This is an optimization exercise on Yosys and OpenROAD, whose aim is small area and a short achievable clock period, not a production implementation. No run shown here included a check of the RTL's function; only the layout flow was run. Power is estimated from default activity; no workload was simulated.

--- flow/run.sh ---
#!/bin/bash
# Layout flow: the standard synthesis unchanged, then the standard ORFS
# steps with our own port buffers, clock tree settings and timing target.
set -euo pipefail
HERE=$(cd "$(dirname "$0")" && pwd)
source "$HERE/settings.sh"

bash standard.sh synth > synth.log 2>&1
bash standard.sh \
  BUFFER_PORTS_ARGS="$PORT_BUF_ARGS" \
  CTS_ARGS="$CTS_ARGS_V" \
  SETUP_SLACK_MARGIN="$SETUP_MARGIN" \
  $EXTRA_MAKE_ARGS \
  finish > layout.log 2>&1
--- flow/settings.sh ---
# Settings read by run.sh
PORT_BUF_ARGS="-buffer_cell sky130_fd_sc_hd__buf_2"
CTS_ARGS_V="-sink_clustering_enable -repair_clock_nets -buf_list {sky130_fd_sc_hd__clkbuf_8} -sink_clustering_size 16 -sink_clustering_max_diameter 50 -dont_use_dummy_load"
SETUP_MARGIN=9
EXTRA_MAKE_ARGS=""
--- standard.sh ---
#!/bin/bash
# synth_recipe.tcl (not shown) runs the flow's synth.tcl, then flattens the netlist and writes it again
# the make line also repeats each setting of config.mk as NAME=value (left out here)
make -C /OpenROAD-flow-scripts/flow DESIGN_CONFIG=/design/flow/config.mk WORK_HOME=/design/flow/orfs CLKGATE_MAP_FILE= SYNTH_SCRIPT=/design/flow/synth_recipe.tcl "${@:-finish}"
--- config.mk ---
export PLATFORM = sky130hd
export DESIGN_NAME = SingleCycleCPU
export DESIGN_NICKNAME = SingleCycleCPU
export VERILOG_FILES = /design/flow/design.v
export SDC_FILE = /design/flow/constraint.sdc
export NUM_CORES = 8
export LEC_CHECK = 0
export CAP_MARGIN = 30
export CORE_MARGIN = 2
export CORE_UTILIZATION = 22
export SLEW_MARGIN = 30
export SYNTH_HIERARCHICAL = 1
export SYNTH_MINIMUM_KEEP_SIZE = 0
--- constraint.sdc ---
create_clock -name core_clock -period 20.0 [get_ports {clk}]
set_input_delay 4.0000 -clock core_clock [delete_from_list [all_inputs] [get_ports {clk}]]
set_output_delay 4.0000 -clock core_clock [all_outputs]
set_load 0.01 [all_outputs]
--- design.v ---
`timescale 1ns / 1ps
module g_aoi222(input a1, b1, a2, b2, a3, b3, output y);
    assign y = ~((a1 & b1) | (a2 & b2) | (a3 & b3));
endmodule
module g_nand2(input a, b, output y);
    assign y = ~(a & b);
endmodule
module g_nand3(input a, b, c, output y);
    assign y = ~(a & b & c);
endmodule
module g_nand4(input a, b, c, d, output y);
    assign y = ~(a & b & c & d);
endmodule
module g_or2(input a, b, output y);
    assign y = a | b;
endmodule
module g_or3(input a, b, c, output y);
    assign y = a | b | c;
endmodule
module g_ha(input a, b, output s, co);
    assign s = a ^ b;
    assign co = a & b;
endmodule
module g_mux2(input a0, a1, s, output y);
    assign y = s ? a1 : a0;
endmodule
module g_inv(input a, output y);
    assign y = ~a;
endmodule
module g_xor2(input a, b, output y);
    assign y = a ^ b;
endmodule
module g_and2(input a, b, output y);
    assign y = a & b;
endmodule
`timescale 1ns / 1ps
module aor31(input [30:0] d, input [30:0] s, output q);
    wire [10:0] n;
    genvar i;
    generate
        for (i = 0; i < 10; i = i + 1) begin : a
            g_aoi222 u(d[3*i], s[3*i], d[3*i+1], s[3*i+1], d[3*i+2], s[3*i+2], n[i]);
        end
    endgenerate
    g_nand2 u10(d[30], s[30], n[10]);
    wire x0, x1, x2;
    g_nand4 c0(n[0], n[1], n[2], n[3], x0);
    g_nand4 c1(n[4], n[5], n[6], n[7], x1);
    g_nand3 c2(n[8], n[9], n[10], x2);
    g_or3 o(x0, x1, x2, q);
endmodule
module aor16(input [15:0] d, input [15:0] s, output q);
    wire [5:0] n;
    genvar i;
    generate
        for (i = 0; i < 5; i = i + 1) begin : a
            g_aoi222 u(d[3*i], s[3*i], d[3*i+1], s[3*i+1], d[3*i+2], s[3*i+2], n[i]);
        end
    endgenerate
    g_nand2 u5(d[15], s[15], n[5]);
    wire x0, x1;
    g_nand3 c0(n[0], n[1], n[2], x0);
    g_nand3 c1(n[3], n[4], n[5], x1);
    g_or2 o(x0, x1, q);
endmodule
module aor4(input [3:0] d, input [3:0] s, output q);
    wire n0, n1;
    g_aoi222 u0(d[0], s[0], d[1], s[1], d[2], s[2], n0);
    g_nand2 u1(d[3], s[3], n1);
    g_nand2 o(n0, n1, q);
endmodule
module aor5(input [4:0] d, input [4:0] s, output q);
    wire n0, n1, n2;
    g_aoi222 u0(d[0], s[0], d[1], s[1], d[2], s[2], n0);
    g_nand2 u1(d[3], s[3], n1);
    g_nand2 u2(d[4], s[4], n2);
    g_nand3 o(n0, n1, n2, q);
endmodule
module aor3(input [2:0] d, input [2:0] s, output q);
    wire n0;
    g_aoi222 u0(d[0], s[0], d[1], s[1], d[2], s[2], n0);
    g_inv o(n0, q);
endmodule
module aorn #(parameter N = 8) (input [N-1:0] d, input [N-1:0] s, output q);
    localparam G = N / 3;               
    localparam R = N - 3 * G;           
    localparam L = G + R;               
    wire [L-1:0] n;
    genvar i;
    generate
        for (i = 0; i < G; i = i + 1) begin : a
            g_aoi222 u(d[3*i], s[3*i], d[3*i+1], s[3*i+1], d[3*i+2], s[3*i+2], n[i]);
        end
        for (i = 0; i < R; i = i + 1) begin : b
            g_nand2 u(d[3*G+i], s[3*G+i], n[G+i]);
        end
        if (N == 1) begin : c1
            g_and2 o(d[0], s[0], q);
        end else if (L == 1) begin : c2
            g_inv o(n[0], q);
        end else if (L == 2) begin : c3
            g_nand2 o(n[0], n[1], q);
        end else if (L == 3) begin : c4
            g_nand3 o(n[0], n[1], n[2], q);
        end else begin : c5
            g_nand4 o(n[0], n[1], n[2], n[3], q);
        end
    endgenerate
endmodule
`timescale 1ns / 1ps
module inc_r #(parameter W = 14) (input [W-1:0] a, input ci, output [W-1:0] y, output co);
    wire [W:0] c;
    assign c[0] = ci;
    genvar i;
    generate
        for (i = 0; i < W; i = i + 1) begin : b
            g_ha h(.a(a[i]), .b(c[i]), .s(y[i]), .co(c[i+1]));
        end
    endgenerate
    assign co = c[W];
endmodule
module dec_r #(parameter W = 14) (input [W-1:0] a, output [W-1:0] y);
    wire [W-1:0] an = ~a;
    wire [W-1:0] yn;
    wire co;
    inc_r #(W) u(.a(an), .ci(1'b1), .y(yn), .co(co));    
    assign y = ~yn;
endmodule
module add16c(input [15:0] a, input [15:0] b, output [15:0] s, output co);
    wire [16:0] p, g;
    adder #(17) u(.a({1'b0, a}), .b({1'b0, b}), .cin(1'b1), .s({co, s}), .p(p), .g(g));
endmodule
module PC(
    input [29:0] pc,
    input halt,
    input beq, bne, eq,
    input jump,
    input [15:0] imm,
    input [25:0] j_addr,
    output [29:0] npc
    );
    wire [15:0] p4_lo, bt_lo;
    wire c_lo, c16, c_y;
    inc_r #(16) il(.a(pc[15:0]), .ci(1'b1), .y(p4_lo), .co(c_lo));
    add16c al(.a(pc[15:0]), .b(imm), .s(bt_lo), .co(c16));
    wire [13:0] hi_p, hi_m;
    inc_r #(14) ip(.a(pc[29:16]), .ci(1'b1), .y(hi_p), .co(c_y));
    dec_r #(14) im(.a(pc[29:16]), .y(hi_m));
    wire taken = eq ? beq : bne;
    wire seq = ~(halt | jump);            
    wire s_bt = taken;
    wire s_p4 = taken ? 1'b0 : seq;
    wire b_same = c16 == imm[15];
    wire b_inc = c16 & ~imm[15];
    wire b_dec = ~c16 & imm[15];
    wire n_same = halt | (seq & ~c_lo);
    wire n_inc = seq & c_lo;
    wire s_same = taken ? b_same : n_same;
    wire s_inc = taken ? b_inc : n_inc;
    wire s_dec = taken & b_dec;
    wire s_same_j = taken ? b_same : (n_same | (jump & ~c_lo));    
    wire s_inc_j = taken ? b_inc : (n_inc | (jump & c_lo));
    genvar i;
    generate
        for (i = 0; i < 16; i = i + 1) begin : lo
            aor4 m(.d({bt_lo[i], j_addr[i], pc[i], p4_lo[i]}), .s({s_bt, jump, halt, s_p4}), .q(npc[i]));
        end
        for (i = 16; i < 26; i = i + 1) begin : mid
            aor4 m(.d({j_addr[i], hi_m[i-16], hi_p[i-16], pc[i]}),
                   .s({jump, s_dec, s_inc, s_same}), .q(npc[i]));
        end
        for (i = 26; i < 30; i = i + 1) begin : hi
            aor3 m(.d({hi_m[i-16], hi_p[i-16], pc[i]}),
                   .s({s_dec, s_inc_j, s_same_j}), .q(npc[i]));
        end
    endgenerate
endmodule
`timescale 1ns / 1ps
module CU(
    input [5:0] opCode,
    output op_ori, op_and, op_or, op_sll, op_slti,
    output op_sw, op_lw, op_beq, op_bne, op_j, op_halt,
    output useImm,    
    output subtract,  
    output RegWre,    
    output RegDst     
    );
    wire op_addi = opCode == 6'b000001;
    wire op_sub  = opCode == 6'b000010;
    assign op_ori  = opCode == 6'b010000;
    assign op_and  = opCode == 6'b010001;
    assign op_or   = opCode == 6'b010010;
    assign op_sll  = opCode == 6'b011000;
    assign op_slti = opCode == 6'b011011;
    assign op_sw   = opCode == 6'b100110;
    assign op_lw   = opCode == 6'b100111;
    assign op_beq  = opCode == 6'b110000;
    assign op_bne  = opCode == 6'b110001;
    assign op_j    = opCode == 6'b111000;
    assign op_halt = opCode == 6'b111111;
    assign useImm = op_addi | op_sw | op_lw | op_slti;
    assign subtract = op_sub | op_beq | op_bne | op_slti;
    assign RegWre = ~(op_sw | op_beq | op_bne | op_j | op_halt);
    assign RegDst = ~(op_addi | op_ori | op_lw | op_slti);
endmodule
`timescale 1ns / 1ps
module prefix #(parameter N = 32) (input [N-1:0] g, input [N-1:0] p, input cin, output [N-1:0] c);
    reg [N-1:0] G, P, Gn, Pn;
    integer l, i;
    always @(*) begin
        G = g;
        P = p;
        G[0] = g[0] | (p[0] & cin);
        for (l = 1; l < N; l = l * 2) begin
            Gn = G;
            Pn = P;
            for (i = l; i < N; i = i + 1) begin
                Gn[i] = G[i] | (P[i] & G[i-l]);
                Pn[i] = P[i] & P[i-l];
            end
            G = Gn;
            P = Pn;
        end
    end
    assign c = {G[N-2:0], cin};
endmodule
module adder #(parameter N = 32) (input [N-1:0] a, input [N-1:0] b, input cin,
                                  output [N-1:0] s, output [N-1:0] p, output [N-1:0] g);
    wire [N-1:0] c;
    genvar i;
    generate
        for (i = 0; i < N; i = i + 1) begin : b_
            g_xor2 xp(a[i], b[i], p[i]);
            g_and2 ag(a[i], b[i], g[i]);
            g_xor2 xs(p[i], c[i], s[i]);
        end
    endgenerate
    prefix #(N) pf(.g(g), .p(p), .cin(cin), .c(c));
endmodule
module eq32(input [31:0] a, input [31:0] b, output eq);
    assign eq = a == b;
endmodule
module shl32(input [31:0] a, input [4:0] sh, output [31:0] y);
    wire [3:0] d1 = 4'b1 << sh[1:0];
    wire [7:0] d2 = 8'b1 << sh[4:2];
    wire [31:0] t;
    genvar i, k;
    generate
        for (i = 0; i < 32; i = i + 1) begin : s1
            localparam N1 = (i < 3) ? i + 1 : 4;
            wire [N1-1:0] dd;
            for (k = 0; k < N1; k = k + 1) begin : t_
                assign dd[k] = a[i-k];
            end
            aorn #(N1) m(.d(dd), .s(d1[N1-1:0]), .q(t[i]));
        end
        for (i = 0; i < 32; i = i + 1) begin : s2
            localparam N2 = i / 4 + 1;
            wire [N2-1:0] dd;
            for (k = 0; k < N2; k = k + 1) begin : t_
                assign dd[k] = t[i-4*k];
            end
            aorn #(N2) m(.d(dd), .s(d2[N2-1:0]), .q(y[i]));
        end
    endgenerate
endmodule
module ALU(
    input [31:0] A,         
    input [31:0] R2,
    input [15:0] imm,
    input [4:0] sa,
    input op_ori, op_and, op_or, op_sll, op_slti,
    input useImm, subtract,
    output [31:0] result
    );
    wire useI = useImm | op_ori;
    wire [31:0] ext = {{16{imm[15] & ~op_ori}}, imm};
    wire [31:0] B = (useI ? ext : R2) ^ {32{subtract}};
    wire [31:0] sum, p, g;
    adder #(32) add(.a(A), .b(B), .cin(subtract), .s(sum), .p(p), .g(g));
    wire lt = (A[31] ^ imm[15]) ? A[31] : sum[31];
    wire [31:0] shl;
    shl32 sh(.a(R2), .sh(sa), .y(shl));
    wire is_sum = ~(op_ori | op_and | op_or | op_sll | op_slti);
    wire s_or = op_ori | op_or;           
    wire s_g = s_or | op_and;             
    aor5 r0(.d({sum[0], op_slti & lt, shl[0], g[0], p[0]}),
            .s({is_sum, 1'b1, op_sll, s_g, s_or}), .q(result[0]));
    genvar i;
    generate
        for (i = 1; i < 32; i = i + 1) begin : r
            aor4 m(.d({sum[i], shl[i], g[i], p[i]}), .s({is_sum, op_sll, s_g, s_or}), .q(result[i]));
        end
    endgenerate
endmodule
`timescale 1ns / 1ps
module MemSel(
    input [5:0] address,
    input we,
    output [63:0] rsel,       
    output [63:0] wen,
    output [15:0] wsel,       
    output [15:0] osel_n      
    );
    wire [3:0] row = address[5:2];
    wire [1:0] off = address[1:0];
    wire [15:0] oh = 16'b1 << row;
    wire [15:0] oh1 = {oh[14:0], oh[15]};
    genvar k, i;
    generate
        for (k = 0; k < 4; k = k + 1) begin : bank
            assign rsel[16*k +: 16] = (k < off) ? oh1 : oh;
            assign wen[16*k +: 16] = ((k < off) ? oh1 : oh) & {16{we}};
            for (i = 0; i < 4; i = i + 1) begin : b
                assign wsel[4*k + i] = ((k - off) & 2'd3) == i;
                assign osel_n[4*i + k] = ((off + i) & 2'd3) == k;
            end
        end
    endgenerate
endmodule
module MemRead(
    input [511:0] ram,         
    input [63:0] rsel,
    input [15:0] osel,
    output [31:0] word
    );
    wire [7:0] bout [0:3];
    genvar k, b, r, i;
    generate
        for (k = 0; k < 4; k = k + 1) begin : bank
            for (b = 0; b < 8; b = b + 1) begin : bit_
                wire [15:0] col;
                for (r = 0; r < 16; r = r + 1) begin : rr
                    assign col[r] = ram[8*(4*r+k) + b];
                end
                aor16 m(.d(col), .s(rsel[16*k +: 16]), .q(bout[k][b]));
            end
        end
        for (i = 0; i < 4; i = i + 1) begin : ob
            for (b = 0; b < 8; b = b + 1) begin : bit_
                aor4 m(.d({bout[3][b], bout[2][b], bout[1][b], bout[0][b]}),
                       .s(osel[4*i +: 4]), .q(word[31-8*i-7+b]));
            end
        end
    endgenerate
endmodule
module MemWData(
    input [31:0] DataIn,
    input [15:0] wsel,
    output [31:0] wbytes       
    );
    genvar k, b;
    generate
        for (k = 0; k < 4; k = k + 1) begin : bank
            for (b = 0; b < 8; b = b + 1) begin : bit_
                aor4 m(.d({DataIn[b], DataIn[8+b], DataIn[16+b], DataIn[24+b]}),
                       .s({wsel[4*k+3], wsel[4*k+2], wsel[4*k+1], wsel[4*k+0]}),
                       .q(wbytes[8*k+b]));
            end
        end
    endgenerate
endmodule
`timescale 1ns / 1ps
module RegRead(
    input [31*32-1:0] d,      
    input [31:1] valid,
    input [4:0] ra,
    output [31:0] q
    );
    wire [31:0] oh = 32'b1 << ra;
    wire [30:0] s = oh[31:1] & valid;
    genvar b, i;
    generate
        for (b = 0; b < 32; b = b + 1) begin : bit_
            wire [30:0] col;
            for (i = 0; i < 31; i = i + 1) begin : r
                assign col[i] = d[32*i + b];
            end
            aor31 m(.d(col), .s(s), .q(q[b]));
        end
    endgenerate
endmodule
`timescale 1ns / 1ps
module SingleCycleCPU(
    input clk, Reset,
    input [31:0] instr,
    output [5:0] opCode,
    output [31:0] ReadData1, ReadData2, currentPC, nextPC, result, DMOut,
    output [4:0] rs, rt
);
    wire [4:0] rd = instr[15:11];
    wire [4:0] sa = instr[10:6];
    wire [15:0] imm = instr[15:0];
    assign opCode = instr[31:26];
    assign rs = instr[25:21];
    assign rt = instr[20:16];
    wire op_ori, op_and, op_or, op_sll, op_slti, op_sw, op_lw, op_beq, op_bne, op_j, op_halt;
    wire useImm, subtract, RegWre, RegDst;
    CU cu(.opCode(opCode), .op_ori(op_ori), .op_and(op_and), .op_or(op_or), .op_sll(op_sll),
          .op_slti(op_slti), .op_sw(op_sw), .op_lw(op_lw), .op_beq(op_beq), .op_bne(op_bne),
          .op_j(op_j), .op_halt(op_halt), .useImm(useImm), .subtract(subtract),
          .RegWre(RegWre), .RegDst(RegDst));
    reg [31:2] pc;                
    reg [31:0] regFile [1:31];    
    reg [31:1] valid;             
    reg [7:0] ram [0:63];         
    reg [63:0] mvalid;            
    wire [31*32-1:0] rflat;
    genvar g;
    generate
        for (g = 1; g < 32; g = g + 1) begin : rf
            assign rflat[32*(g-1) +: 32] = regFile[g];
        end
    endgenerate
    RegRead rp1(.d(rflat), .valid(valid), .ra(rs), .q(ReadData1));
    RegRead rp2(.d(rflat), .valid(valid), .ra(rt), .q(ReadData2));
    ALU alu(.A(ReadData1), .R2(ReadData2), .imm(imm), .sa(sa),
            .op_ori(op_ori), .op_and(op_and), .op_or(op_or), .op_sll(op_sll),
            .op_slti(op_slti), .useImm(useImm), .subtract(subtract), .result(result));
    wire [5:0] maddr, ap, ag;     
    adder #(6) aa(.a(ReadData1[5:0]), .b(imm[5:0]), .cin(1'b0), .s(maddr), .p(ap), .g(ag));
    wire eq;
    eq32 cmp(.a(ReadData1), .b(ReadData2), .eq(eq));
    wire [29:0] npc;
    PC pcl(.pc(pc), .halt(op_halt), .beq(op_beq), .bne(op_bne), .eq(eq), .jump(op_j),
           .imm(imm), .j_addr(instr[25:0]), .npc(npc));
    assign currentPC = {pc, 2'b00};
    assign nextPC = {npc, 2'b00};
    wire [63:0] rsel, wen;
    wire [15:0] wsel, osel_n;
    MemSel ms(.address(maddr), .we(op_sw), .rsel(rsel), .wen(wen), .wsel(wsel), .osel_n(osel_n));
    wire [511:0] rambits;
    generate
        for (g = 0; g < 64; g = g + 1) begin : rb
            assign rambits[8*g +: 8] = ram[g];
        end
    endgenerate
    wire [63:0] rsel_v;
    generate
        for (g = 0; g < 64; g = g + 1) begin : rv
            assign rsel_v[g] = rsel[g] & mvalid[4*(g%16) + g/16];
        end
    endgenerate
    MemRead mr(.ram(rambits), .rsel(rsel_v), .osel(osel_n), .word(DMOut));
    wire [31:0] wd = op_lw ? DMOut : result;
    wire [31:0] wbytes;
    MemWData mw(.DataIn(ReadData2), .wsel(wsel), .wbytes(wbytes));
    wire [4:0] wa = RegDst ? rd : rt;
    integer j;
    always @(posedge clk or negedge Reset) begin
        if (Reset == 0) pc <= 0;
        else pc <= npc;
    end
    generate
        for (g = 1; g < 32; g = g + 1) begin : w
            wire wen_r = RegWre && wa == g;
            always @(posedge clk) if (wen_r) regFile[g] <= wd;
            always @(posedge clk or negedge Reset) begin
                if (Reset == 0) valid[g] <= 1'b0;
                else if (wen_r) valid[g] <= 1'b1;
            end
        end
        for (g = 0; g < 64; g = g + 1) begin : m
            always @(posedge clk) if (wen[16*(g%4) + g/4]) ram[g] <= wbytes[8*(g%4) +: 8];
            always @(posedge clk or negedge Reset) begin
                if (Reset == 0) mvalid[g] <= 1'b0;
                else if (wen[16*(g%4) + g/4]) mvalid[g] <= 1'b1;
            end
        end
    endgenerate
endmodule
==> metrics.md, run 1 <==
| Metric | Value |
|---|---|
| Via count | around 59k |
| Setup TNS | 0 ns |
| Initial antenna violation count | 38 |
| Worst setup margin | around 6.3 ns |
| Largest fanout on the critical path | 8 |
| Syn Area/Cell | approximately 15 um^2 |
| DRC viols | 0 |
| Rows | 208 |
| WL final | between 300000 and 400000 um |
| CTS tree | built |
| First-pass GRT wire length | ~450000 um |
| Drt initial violations | about 16k |
| Worst Setup EP | DMOut[23] |
| Status | finished clean |
| Worst Hold Class | reg2reg |
| CP Capture Type | output pin |
| Clock Tree Buf Depth | 3 |
| Drt first pass iters | 17 |
| Worst-Skew Late Latency | 1.00 ns |
| Family with the most delay on the worst path | simple AND/OR/NAND/NOR gates |
| DIE HEIGHT | 573 um |
| CP Data Arrival Time | about 9.7 ns |
| H-tree lvl count | 4 |
| Vias per inst | about 6 |
| Worst Skew | between 0.15 and 0.2 ns |
| Critical path class | in2out |
| Tmin final | 13.69 ns |
| Max-cap violations | 0 |
| FF-to-FF Start | valid[9] |
| Worst-Margin Slew | roughly 1.1 ns |
| Rel. slew slack | around 27% |
| Die ar. | about 330000 um^2 |
| Remaining Overflow, GRT | 0 |
| Die Width | roughly 570 um |
| CTS Hold Bufs | 0 |
| Core Region | between 300000 and 400000 um^2 |
| Critical path, cell by cell | buf_12 -> and3b_2 -> and3_4 -> a222oi_1 -> nand4_1 -> or3_4 -> xor2_4 -> nand2_2 -> o21ai_4 -> a21o_1 -> xor2_4 -> or2_4 -> buf_6 -> nor2_1 -> and2_4 -> a222oi_1 -> nand3_1 -> or2_4 -> a222oi_1 -> nand2_2 -> buf_6 |
| Power Density | 106 nW/um^2 |
| WP buf/inv | 3 |
| Vias in the first global route | 54.7k |
| Largest net degree at the start of global routing | 68 |
| CTS buffer count | 140 |
| Share of layout cells above drive strength 1 | roughly 29% |
| CP Data Required Time | ~16 ns |
| FMAX | 73.1 MHz |
| Starting density of the core | ~22% |
| I/O pins | about 240 |
| Hold Vio Cnt, Final | 0 |
| Register Area | roughly 48000 um^2 |
| RSZ-0062 raised after global routing | yes |
| Hold WS | about 0.47 ns |
| Startpoint class of the critical path | input port |
| Multi-input logic area | approximately 25000 um^2 |
| ANT nets after route | 0 |
| Power Total | 9.43 mW |
| Worst hold start | mvalid[11] |
| Tot GR Track Use | about a fifth |
| CTS sink count | ~1.6k |
| Pre-CTS WS | a little under 5 ns |
| Layout area overhead | 24.8% |
| Worst Reg2Reg Path Length in Cells | 23 |
| Peak VDD IR | just over 0.09 mV |
| RePlAce Congestion | 0.904 |
| R2R Path End | regFile[29][5] |
| Count of pins over their slew limit | 0 |
| Crit path largest cell delay | 0.60 ns |
| Post-layout util | between 20% and 30% |
| FILL cells | between 30k and 40k |
| CTS root buf | clkbuf_8 |
| Critical path depth | 21 |
| Worst path slowest cell | a222oi_1 |
| DPL Wire Length | about 190000 um |
| Final Setup Violations | 0 |
| Tcrit/Tclk final | roughly two thirds |
| P_leak | approximately 31 nW |
| Input/output buffers | between 200 and 250 |
| Gate Count Post-Synth | between 4k and 5k |
| Nets | slightly below 6k |
| Worst-path clk slew | approximately 0.09 ns |
| WL per Instance | roughly 34 um |
| Synth Warn # | 13 |
| CP most frequent cell | a222oi_1 |
| CP startpoint | instr[22] |
| Mapped Area | between 70000 and 80000 um^2 |
| FF-to-FF setup slack | between 10 and 15 ns |
state kept, by name, summed over array words and instances, names as in the netlist:
register	cells
regFile	992
ram	512
mvalid	64
valid	31
pc	30
area by class of cell:
| cell class | instances | area share [%] |
|---|---|---|
| antenna | 30 | 0.0845 |
| clock buffer | 140 | 2.17 |
| inverter | 74 | 0.314 |
| multi-input combinational | 3009 | 28.4 |
| sequential | 1629 | 54.4 |
| tap | 4305 | 6.07 |
| timing repair buffer | 827 | 8.54 |
how the worst min path moves through the flow:
stage / depth (start not counted) / end
floorplan: 1 / mvalid[44]
global placement: 1 / mvalid[7]
detailed placement: 1 / mvalid[48]
CTS: 1 / mvalid[27]
global route: 1 / mvalid[54]
finish: 1 / mvalid[11]
layout by cell type, fill, tap and decap left out, types with 27 or more instances in the layout:
cell,count
a21oi_1,38
a222oi_1,992
and2_1,85
and2_4,45
and3_2,37
and3_4,80
buf_12,63
buf_2,173
buf_4,434
buf_6,123
clkbuf_8,140
dfrtp_1,125
diode_2,30
edfxtp_1,1504
ha_1,46
inv_1,69
mux2_2,34
nand2_1,418
nand2_2,42
nand3_1,148
nand4_1,145
nor2_1,84
nor2_4,27
nor3_1,34
or2_2,67
or3_4,65
xor2_1,116
xor2_2,31
metal layers:
metal	up-vias	wire, um	global-route usage (%)
met5	-	199	0
met4	22	31800	14.2
met3	1410	50000	7.44
met2	5737	147000	30.3
met1	29200	106000	22.0
li1	22800	-	-
report_power, final:
part	internal, mW	switching, mW	leakage [nW]
Combinational	0.989	2.24	14.6
Clock	0.624	1.09	1.01
Sequential	4.37	0.110	15.2
stage by stage:
step	cell area, um^2	std cells
after floorplan	72000	4762
after global placement	78800	9286
after detailed placement	78900	9286
after CTS	87400	9894
after global routing	88700	9991
final	88800	10000
worst register-to-register path: cells and delay by family, from the launching register on:
kind,cells,cell delay [ns]
AOI/OAI and AO/OA,5,1.57
xor gates and xnor gates,1,0.18
buffers and inverters,5,0.71
DFF,1,0.61
muxes,2,0.89
and+or+nand+nor,10,2.66
repair_timing:
item	CTS	global route
resized for setup	549	115
pin swaps	417	253
setup endpoints to repair	94	97
cloned	70	5
setup buffers	398	84
==> run 2, diff against run 1 <==
==> flow/settings.sh (replaced) <==
# Settings read by run.sh
PORT_BUF_ARGS="-buffer_cell sky130_fd_sc_hd__buf_2"
CTS_ARGS_V="-sink_clustering_enable -repair_clock_nets -buf_list {sky130_fd_sc_hd__clkbuf_8} -sink_clustering_size 16 -sink_clustering_max_diameter 50 -dont_use_dummy_load"
SETUP_MARGIN=12
EXTRA_MAKE_ARGS=""
==> run 2 against run 1 <==
  * The run now fails in global routing
  * Synthesized cell count stayed put
  * Area after synthesis is the same
==> metrics.md, run 2 <==
| Metric | Value |
|---|---|
| RePlAce Congestion | ~0.94 |
| Exit stage | global routing |
| CTS sink count | between 1.5k and 2k |
| I/O pins | roughly 240 |
| DIE HEIGHT | around 570 um |
| Synth Warn # | 13 |
| DPL Wire Length | 191000 um |
| Pre-CTS WS | between 5 and 6 ns |
| Starting density of the core | between 20% and 30% |
| Syn Area/Cell | ~15 um^2 |
| Mapped Area | roughly 71000 um^2 |
| Post-Place Cells | between 9k and 10k |
| Tot GR Track Use | between 20 and 25% |
| CTS buffer count | 142 |
| Die Width | 573 um |
| Clock Tree Buf Depth | 3 |
| Largest net degree at the start of global routing | ~120 |
| Input/output buffers | between 200 and 250 |
| Gate Count Post-Synth | around 4.8k |
| Remaining Overflow, GRT | 1 |
| CTS root buf | clkbuf_8 |
| Rows | approximately 210 |
| Halt Reason | [ERROR GRT-0232] Routing congestion too high. Check the congestion heatmap in the GUI. |
| Placed Area | roughly 79000 um^2 |
| Status | did not finish |
| H-tree lvl count | 4 |
-- run 2: power groups by stage --
stage               Combinational, mW  Sequential, mW  Clock, mW
floorplan                        1.28            4.49          0
global placement                 2.46            4.51          0
detailed placement               2.52            4.52          0
CTS                              3.74            4.46       1.73
-- run 2: worst max path at each step --
stage / end / slack [ns] / depth (start not counted)
3_3_place_gp: DMOut[0] / 5.31 / 21
3_5_place_dp: DMOut[0] / 5.17 / 22
2_1_floorplan: DMOut[15] / 7.94 / 19
4_1_cts: DMOut[23] / 6.70 / 21
-- run 2: repair_timing --
item	CTS
endpoints found under the setup margin	2159
endpoints found under the hold margin	0
pin swaps	479
gates cloned	157
setup buffers	479
hold buffers	0
resized for setup	826
-- run 2: per-layer routing --
metal  GRT overflow  GRT usage, %
met2              0          31.1
met5              0          1.68
met1              0          24.1
met4              0          15.0
met3              1          12.1
==> run 3, diff against run 2 <==
--- a/design.v
+++ b/design.v
@@ -298,4 +298,5 @@
     input [5:0] address,
     input we,
+    input [63:0] mvalid,      
     output [63:0] rsel,       
     output [63:0] wen,
@@ -303,13 +304,20 @@
     output [15:0] osel_n      
     );
-    wire [3:0] row = address[5:2];
     wire [1:0] off = address[1:0];
-    wire [15:0] oh = 16'b1 << row;
-    wire [15:0] oh1 = {oh[14:0], oh[15]};
-    genvar k, i;
+    wire [3:0] lo = 4'b1 << address[3:2];
+    wire [3:0] hi = 4'b1 << address[5:4];
+    wire [3:0] lo1 = {lo[2:0], lo[3]};
+    wire [3:0] hi1 = {hi[2:0], hi[3]};
+    genvar k, i, r;
     generate
         for (k = 0; k < 4; k = k + 1) begin : bank
-            assign rsel[16*k +: 16] = (k < off) ? oh1 : oh;
-            assign wen[16*k +: 16] = ((k < off) ? oh1 : oh) & {16{we}};
+            wire nx = k < off;
+            wire [3:0] lo_k = nx ? lo1 : lo;
+            wire [3:0] hi_k = (nx & lo[3]) ? hi1 : hi;
+            wire [3:0] lo_kw = lo_k & {4{we}};
+            for (r = 0; r < 16; r = r + 1) begin : row
+                assign rsel[16*k + r] = hi_k[r/4] & lo_k[r%4] & mvalid[4*r + k];
+                assign wen[16*k + r] = hi_k[r/4] & lo_kw[r%4];
+            end
             for (i = 0; i < 4; i = i + 1) begin : b
                 assign wsel[4*k + i] = ((k - off) & 2'd3) == i;
@@ -429,5 +437,5 @@
     wire [63:0] rsel, wen;
     wire [15:0] wsel, osel_n;
-    MemSel ms(.address(maddr), .we(op_sw), .rsel(rsel), .wen(wen), .wsel(wsel), .osel_n(osel_n));
+    MemSel ms(.address(maddr), .we(op_sw), .mvalid(mvalid), .rsel(rsel), .wen(wen), .wsel(wsel), .osel_n(osel_n));
     wire [511:0] rambits;
     generate
@@ -436,11 +444,5 @@
         end
     endgenerate
-    wire [63:0] rsel_v;
-    generate
-        for (g = 0; g < 64; g = g + 1) begin : rv
-            assign rsel_v[g] = rsel[g] & mvalid[4*(g%16) + g/16];
-        end
-    endgenerate
-    MemRead mr(.ram(rambits), .rsel(rsel_v), .osel(osel_n), .word(DMOut));
+    MemRead mr(.ram(rambits), .rsel(rsel), .osel(osel_n), .word(DMOut));
     wire [31:0] wd = op_lw ? DMOut : result;
     wire [31:0] wbytes;
==> flow/settings.sh (replaced) <==
# Settings read by run.sh
PORT_BUF_ARGS="-buffer_cell sky130_fd_sc_hd__buf_2"
CTS_ARGS_V="-sink_clustering_enable -repair_clock_nets -buf_list {sky130_fd_sc_hd__clkbuf_8} -sink_clustering_size 16 -sink_clustering_max_diameter 50 -dont_use_dummy_load"
SETUP_MARGIN=7
EXTRA_MAKE_ARGS=""
==> run 3 against run 2 <==
  * Area after synthesis shrank 0.18%
  * Synthesized cell count shrank 0.84%
  * The run now finishes clean
==> metrics.md, run 3 <==
| Metric | Value |
|---|---|
| RSZ-0062 raised after global routing | yes |
| Largest fanout on the critical path | 8 |
| Worst path slowest cell | or3_4 |
| Layout area overhead | 21.3% |
| Hold Vio Cnt, Final | 0 |
| WL final | between 300000 and 400000 um |
| Tmin final | between 10 and 15 ns |
| CP Data Required Time | ~16 ns |
| Mapped Area | a little over 70000 um^2 |
| FF-to-FF setup slack | around 13 ns |
| Worst Setup EP | DMOut[28] |
| Most flop-heavy register | regFile |
| Critical path depth | 23 |
| Worst Reg2Reg Path Length in Cells | 22 |
| Rows | 208 |
| Most frequent cells in the layout | 1504 x edfxtp_1, 992 x a222oi_1, 458 x nand2_1 |
| Final Setup Violations | 0 |
| Largest register FFs | just under 1k |
| Vias per inst | about 5.7 |
| CTS Hold Bufs | 0 |
| RePlAce Congestion | between 0.9 and 1 |
| Hold depth | 1 |
| DPL Wire Length | between 150000 and 200000 um |
| I/O pins | ~240 |
| Via count | 56.1k |
| Critical path, cell by cell | buf_12 -> and3b_2 -> and3_4 -> buf_12 -> a222oi_1 -> nand4_1 -> or3_4 -> and2_4 -> a21oi_4 -> o21ai_2 -> buf_4 -> xor2_4 -> buf_12 -> buf_4 -> nand2b_4 -> mux2i_4 -> and3_4 -> a222oi_1 -> nand3_1 -> or2_4 -> a222oi_1 -> nand2_1 -> buf_2 |
| CTS root buf | clkbuf_8 |
| CTS tree | built |
| WP buf/inv | 6 |
| Power Density | 107 nW/um^2 |
| Initial antenna violation count | 54 |
| Worst-path clk slew | approximately 0.050 ns |
| Gate Count Post-Synth | ~4.7k |
| Worst Skew | around 0.18 ns |
| Worst Hold Class | reg2reg |
| Peak VDD IR | 0.0743 mV |
| Tcrit/Tclk final | approximately 67% |
| Synth Warn # | 13 |
| Leading cell type in the layout, fill and taps excluded | edfxtp_1 |
| Setup TNS | 0 ns |
| Status | finished clean |
| Post-layout util | a little over a quarter |
| Tot GR Track Use | between 10% and 20% |
| Count of pins over their slew limit | 0 |
| FMAX | 74.4 MHz |
| Startpoint class of the critical path | input port |
| Max-cap violations | 0 |
| DIE HEIGHT | between 500 and 600 um |
| Remaining Overflow, GRT | 0 |
| Drt initial violations | 14.5k |
| CP Data Arrival Time | approximately 9.4 ns |
| Highest metal used | met5 |
| WL per Instance | ~33 um |
| ANT nets after route | 0 |
| Nets | ~5.5k |
| Core Region | 321000 um^2 |
| CTS buffer count | 153 |
| Family with the most delay on the worst path | simple AND/OR/NAND/NOR gates |
| Die Width | around 570 um |
| Placed Area | 78500 um^2 |
| Met1 wire length | about 100000 um |
| Drt first pass iters | 17 |
| CP Capture Type | output pin |
| Vias in the first global route | about 52k |
| Syn Area/Cell | about 15 um^2 |
| Die ar. | about 330000 um^2 |
| Biggest regs | regFile: 992 flops, ram: 512 flops, mvalid: 64 flops |
| Share of layout cells above drive strength 1 | around a quarter |
| H-tree lvl count | 4 |
| P_leak | between 20 and 30 nW |
| Input/output buffers | 237 |
| Rel. slew slack | about a quarter |
| Power Total | between 9 and 10 mW |
| First-pass GRT wire length | about 420000 um |
| Met2 Wirelength | ~140000 um |
| Largest net degree at the start of global routing | 83 |
| Crit path largest cell delay | around 0.52 ns |
| Fin area | about 86000 um^2 |
| Worst-Margin Slew | between 1 and 1.5 ns |
| DRC viols | 0 |
| R2R Path End | regFile[28][12] |
| Met3 wire len | around 45000 um |
| CP startpoint | instr[22] |
| Critical path class | in2out |
| Clock Tree Buf Depth | 4 |
| Worst-Skew Late Latency | 1.00 ns |
| Starting density of the core | between 20% and 30% |
| CTS sink count | approximately 1.6k |
| FF-to-FF Start | valid[1] |
run 3: worst min path at each step:
stage	start	end	slack (ns)
2_1_floorplan	mvalid[0]	mvalid[0]	0.43
3_3_place_gp	mvalid[25]	mvalid[25]	0.44
3_5_place_dp	mvalid[39]	mvalid[39]	0.44
4_1_cts	mvalid[19]	mvalid[19]	0.46
5_1_grt	mvalid[19]	mvalid[19]	0.47
6_report	mvalid[19]	mvalid[19]	0.46
run 3: report_power, final:
group | switching (mW) | internal [mW]
combinational | 2.16 | 0.779
sequential | 0.0931 | 4.37
clock | 1.10 | 0.683
run 3: layer usage:
layer  track usage [%]  up-vias
li1                  -    22100
met1              21.0    28000
met2              28.1     4862
met3              5.44     1011
met4              14.3       26
met5             0.103        -
run 3: timing repair:
item                                    CTS  global route
setup buffers                           123           104
gates cloned                             24            17
pin swaps                               227           196
gates resized for setup                 480           167
endpoints found under the setup margin   89            82
run 3: stage by stage:
step                worst slack, ns  hold slack (ns)  std cells
floorplan                      7.40            0.430       4722
global placement               5.24            0.442       9319
detailed placement             5.19            0.445       9320
CTS                            6.71            0.461       9620
global route                   6.52            0.470       9752
finish                         6.56            0.460       9767
run 3: final cells by class:
class / count / area, um^2
Inverter: 74 / 279
Clock buffer: 153 / 2110
Tap cell: 4305 / 5390
Sequential cell: 1629 / 48300
Fill cell: 32500 / 235000
Timing Repair Buffer: 662 / 6280
Multi-Input combinational cell: 2919 / 23700
Antenna cell: 25 / 62.6

re-timing with driven ports:
Ports are ideal in the flow. The routed layouts listed here were re-timed in OpenROAD.
Step 1 (the two cells are an assumption about what drives the block):
set clk [get_ports {clk}]
set_driving_cell -lib_cell sky130_fd_sc_hd__clkbuf_16 $clk
set_driving_cell -lib_cell sky130_fd_sc_hd__buf_2 [delete_from_list [all_inputs] $clk]
Step 2 times the ports against the registers' clock, not the clock port: input delays grow and output delays shrink by t, the midpoint of the rising clock arrivals with the driver on.
Slacks: no drivers / after step 1 / after step 2; pairs: no drivers / after step 1.
run	t (ns)	setup WS [ns]	pins driven straight from the clock port
run 1	0.994	6.312 / 6.218 / 6.218	1
run 3	0.988	6.563 / 6.469 / 6.469	1
After both steps setup and hold are still met in every run listed.
